Context: an optimization exercise on an open-source flow, tuned for small area, a short achievable clock period and few clock cycles per item. The choices shown serve that exercise and are no tape-out recipe.
RTL that was checked went through simulation tests only; none was proved equivalent to the original.
Power figures rest on the tool's default switching activity, not on a simulated workload.

## sha256
module sha256(
    input clk,
    input reset,
    input [71:0] input_number,
    output done,
    output [255:0] hash,
    output [71:0] answer_number
);
clock: 12.0 ns
lec_check: 0
abc_area: 1
cap_margin: 20
core_margin: 2
core_utilization: 40
cts_buf_list: sky130_fd_sc_hd__clkbuf_8
cts_cluster_size: 30
place_density: 0.5
slew_margin: 20
synth_hierarchical: 1
standard.sh (not shown) runs the stock make flow with config.mk's settings and CLKGATE_MAP_FILE= SYNTH_SCRIPT=/design/flow/synth_recipe.tcl, a recipe that flattens the netlist after the stock synthesis.
==> flow/flow/run.sh <==
#!/bin/bash
set -uo pipefail
cd "$(dirname "$0")/.."
bash standard.sh \
  "BUFFER_PORTS_ARGS=-buffer_cell sky130_fd_sc_hd__buf_1" \
  SETUP_SLACK_MARGIN=7.95 \
  finish > standard.log 2>&1
The baseline passed the timing, design-rule and antenna checks.
Testbench counts at the start, summed over its fixed seeds: cycles 26,880, items 384.
Rerun with:
--- a/flow/flow/run.sh
+++ b/flow/flow/run.sh
@@ -6 +6 @@
-  SETUP_SLACK_MARGIN=7.95 \
+  SETUP_SLACK_MARGIN=7.8 \
Settings changed: CORE_UTILIZATION 40 to 35, PLACE_DENSITY 0.5 to 0.45.
The changed run finished clean.
Fmax shrinks by 2.9%.
Cell count rose by 1.8%.
Via count came out lower by 1.5%.
Sequential share of layout area went up by 0.69 points.
Worst setup slack loses 120 ps.

========
Another version of the RTL of sha256 (not shown whole).
Size in the first run: about 900 flip-flops, about 42000 µm² of cells after synthesis.
==> flow/config.mk <==
export PLATFORM = sky130hd
export DESIGN_NAME = sha256
export DESIGN_NICKNAME = sha256
export VERILOG_FILES = /design/flow/design.v
export SDC_FILE = /design/flow/constraint.sdc
export NUM_CORES = 4
export LEC_CHECK = 0
export ABC_AREA = 1
export CAP_MARGIN = 20
export CORE_MARGIN = 2
export CORE_UTILIZATION = 60
export CTS_BUF_LIST = sky130_fd_sc_hd__clkbuf_8
export CTS_CLUSTER_SIZE = 30
export PLACE_DENSITY = 0.7
export SLEW_MARGIN = 20
export SYNTH_HIERARCHICAL = 1
==> flow/constraint.sdc <==
create_clock -name core_clock -period 12.0 [get_ports {clk}]
set_input_delay 2.4000 -clock core_clock [delete_from_list [all_inputs] [get_ports {clk}]]
set_output_delay 2.4000 -clock core_clock [all_outputs]
set_load 0.01 [all_outputs]
==> flow/flow/run.sh <==
#!/bin/bash
set -uo pipefail
cd "$(dirname "$0")/.."
bash standard.sh \
  "BUFFER_PORTS_ARGS=-buffer_cell sky130_fd_sc_hd__buf_1" \
  SETUP_SLACK_MARGIN=7.5 \
  finish > standard.log 2>&1
Testbench counts at the start, summed over its fixed seeds: cycles 26,880, items 384.
Rerun with:
--- a/flow/flow/run.sh
+++ b/flow/flow/run.sh
@@ -6 +6 @@
-  SETUP_SLACK_MARGIN=7.5 \
+  SETUP_SLACK_MARGIN=7.7 \
Settings changed: CORE_UTILIZATION 60 to 45, CTS_BUF_LIST sky130_fd_sc_hd__clkbuf_8 to sky130_fd_sc_hd__clkbuf_4, CTS_CLUSTER_SIZE 30 to 20, PLACE_DENSITY 0.7 to 0.55.
Result: The changed run finished with timing, DRC and antenna clean; routed wire length climbs by about 3.5%; via count fell by 1.4%; maximum frequency grows by 4.1%; setup slack gains 180 ps; hold slack degrades by 37 ps; cell area goes up by about 2.7%; sequential cell count does not change; clock skew is higher by 50 ps; critical path depth goes down by 2; synthesized area is unchanged; first-iteration DRC count went down by 24%.
Rerun with:
Settings changed: CTS_BUF_LIST sky130_fd_sc_hd__clkbuf_4 to sky130_fd_sc_hd__clkbuf_8, CTS_CLUSTER_SIZE 20 to 30.
Final area went down slightly.
Global-route usage decreases by 0.24 points.
Power came out higher by a few percent.
First-iteration DRC count is lower slightly.
Rerun with:
--- a/flow/flow/run.sh
+++ b/flow/flow/run.sh
@@ -6 +6 @@
-  SETUP_SLACK_MARGIN=7.7 \
+  SETUP_SLACK_MARGIN=7.9 \
Effect: Power came out higher by 2.7%; design area came out higher by 3.9%; count of clock-buffer cells in the layout stays the same; maximum frequency came out higher by 4.2%; combinational power came out higher by 10%; clock power barely changes; non-clock buffer count came out higher by 64.

========
Another version of the RTL of sha256 (not shown whole).
For scale: ~400 I/O pins, about 44000 um2 of cells after synthesis.
==> flow/config.mk <==
export PLATFORM = sky130hd
export DESIGN_NAME = sha256
export DESIGN_NICKNAME = sha256
export VERILOG_FILES = /design/flow/design.v
export SDC_FILE = /design/flow/constraint.sdc
export NUM_CORES = 4
export LEC_CHECK = 0
export CAP_MARGIN = 20
export CORE_MARGIN = 2
export CORE_UTILIZATION = 50
export PLACE_DENSITY = 0.6
export SLEW_MARGIN = 20
==> flow/constraint.sdc <==
create_clock -name core_clock -period 12.0 [get_ports {clk}]
set_input_delay 2.4000 -clock core_clock [delete_from_list [all_inputs] [get_ports {clk}]]
set_output_delay 2.4000 -clock core_clock [all_outputs]
set_load 0.01 [all_outputs]
==> flow/flow/run.sh <==
#!/bin/bash
set -uo pipefail
cd "$(dirname "$0")/.."
bash standard.sh \
  "BUFFER_PORTS_ARGS=-buffer_cell sky130_fd_sc_hd__buf_1" \
  SETUP_SLACK_MARGIN=7.5 \
  finish > standard.log 2>&1
The first run ran to the end with no violations.
Then changed:
- ABC_AREA: default -> 1
Critical path depth grows by 1.
Flip-flop and latch count does not change.
Combinational power is higher by about 3%.
Worst setup slack gains 0.32 ns.
Synthesized cell count goes up by 22%.
Register-to-register slack improved by 0.32 ns.
Function was not checked in any run of this note: the RTL went through the layout flow alone.

========
## the baseline
RTL: one of the versions met above, not the one the previous note started from.
Size in the first run: roughly 4,500 cells after synthesis, roughly 400 I/O pins.
## sha256
module sha256(
    input clk,
    input reset,
    input [71:0] input_number,
    output done,
    output [255:0] hash,
    output [71:0] answer_number
);
export LEC_CHECK = 0
export ABC_AREA = 1
export CAP_MARGIN = 20
export CORE_MARGIN = 2
export CORE_UTILIZATION = 40
export CTS_BUF_LIST = sky130_fd_sc_hd__clkbuf_8
export CTS_CLUSTER_SIZE = 30
export PLACE_DENSITY = 0.5
export SLEW_MARGIN = 20
export SYNTH_HIERARCHICAL = 1
create_clock -name core_clock -period 12.0 [get_ports {clk}]
==> flow/flow/run.sh <==
#!/bin/bash
set -uo pipefail
cd "$(dirname "$0")/.."
bash standard.sh \
  "BUFFER_PORTS_ARGS=-buffer_cell sky130_fd_sc_hd__buf_1" \
  SETUP_SLACK_MARGIN=7.8 \
  finish > standard.log 2>&1
Having completed the whole flow, the baseline delivered a layout that passed the timing, design-rule and antenna checks.
Testbench counts of the baseline, summed over its fixed seeds: cycles 26,880, items 384.
The inputs of the candidate differ from those of the baseline as listed below.
diff --git a/flow/flow/run.sh b/flow/flow/run.sh
--- a/flow/flow/run.sh
+++ b/flow/flow/run.sh
@@ -6 +6 @@
-  SETUP_SLACK_MARGIN=7.8 \
+  SETUP_SLACK_MARGIN=7.7 \
diff --git a/flow/config.mk b/flow/config.mk
--- a/flow/config.mk
+++ b/flow/config.mk
@@ -11 +11 @@
-export CORE_UTILIZATION = 40
+export CORE_UTILIZATION = 45
@@ -14 +14 @@
-export PLACE_DENSITY = 0.5
+export PLACE_DENSITY = 0.55
Findings:
| row count | lower: the candidate |
The candidate ended up with met1 as its layer with the highest usage; the baseline ended up with met2.
The fraction of met1 tracks used by global routing in the candidate was higher than what the baseline gave.
The baseline has higher cell count after placement than the candidate.
The timing startpoint of the critical path comes out a[0] in one run and a[29] in the other, namely in the candidate and the baseline respectively.
Between the candidate and the baseline, the simple-gate share of the synthesized area figures differ only marginally.
As far as power share of the combinational group is concerned, the candidate and the baseline perform about the same.
Core utilization: the candidate higher than the baseline
Delta (the candidate minus the baseline): count of non-CTS buffers in the layout saw a decrease; sum of routed wire segments on met1 saw a decrease; final instance count without filler cells saw a decrease; starting utilization of the core area saw an increase.

what the ideal ports hide:
How much do the figures lean on ideal ports? The routed layouts below were timed once more, with nothing changed but the port constraints.
Step 1 sets driving cells, clkbuf_16 on the clock port and buf_2 on the other inputs (assumed; they add their load-dependent delay and slew).
Step 2 times the ports against the registers' clock, not the clock port: input delays grow and output delays shrink by t, the midpoint of the rising clock arrivals with the driver on.
a / b / c = ideal / step 1 / step 2; a / b = the first two.
run | t (ns) | setup slack, ns | latest minus earliest clock arrival (ns) | pins driven straight from the clock port
the first run of note 1 | 0.917 | 7.961 / 7.933 / 7.345 | 0.035 / 0.036 | 1
the second run of note 1 | 0.925 | 7.840 / 7.791 / 7.165 | 0.053 / 0.053 | 1
the first run of note 2 | 0.882 | 7.513 / 7.513 / 7.513 | 0.057 / 0.058 | 1
the second run of note 2 | 1.202 | 7.689 / 7.659 / 7.266 | 0.111 / 0.110 | 1
the third run of note 2 | 0.893 | 7.696 / 7.696 / 7.232 | 0.043 / 0.043 | 1
the fourth run of note 2 | 0.893 | 7.870 / 7.863 / 7.226 | 0.046 / 0.045 | 1
the first run of note 3 | 0.719 | 7.199 / 7.199 / 7.007 | 0.079 / 0.079 | 1
the second run of note 3 | 0.770 | 7.516 / 7.516 / 7.076 | 0.055 / 0.055 | 1
the baseline | 0.922 | 7.857 / 7.781 / 7.114 | 0.038 / 0.038 | 1
the candidate | 0.913 | 7.761 / 7.689 / 7.376 | 0.046 / 0.047 | 1
After both steps setup and hold are still met in every run listed. For the baseline, which loses most, drivers alone change the setup slack by -0.076 ns; drivers and shift together by -0.743 ns.
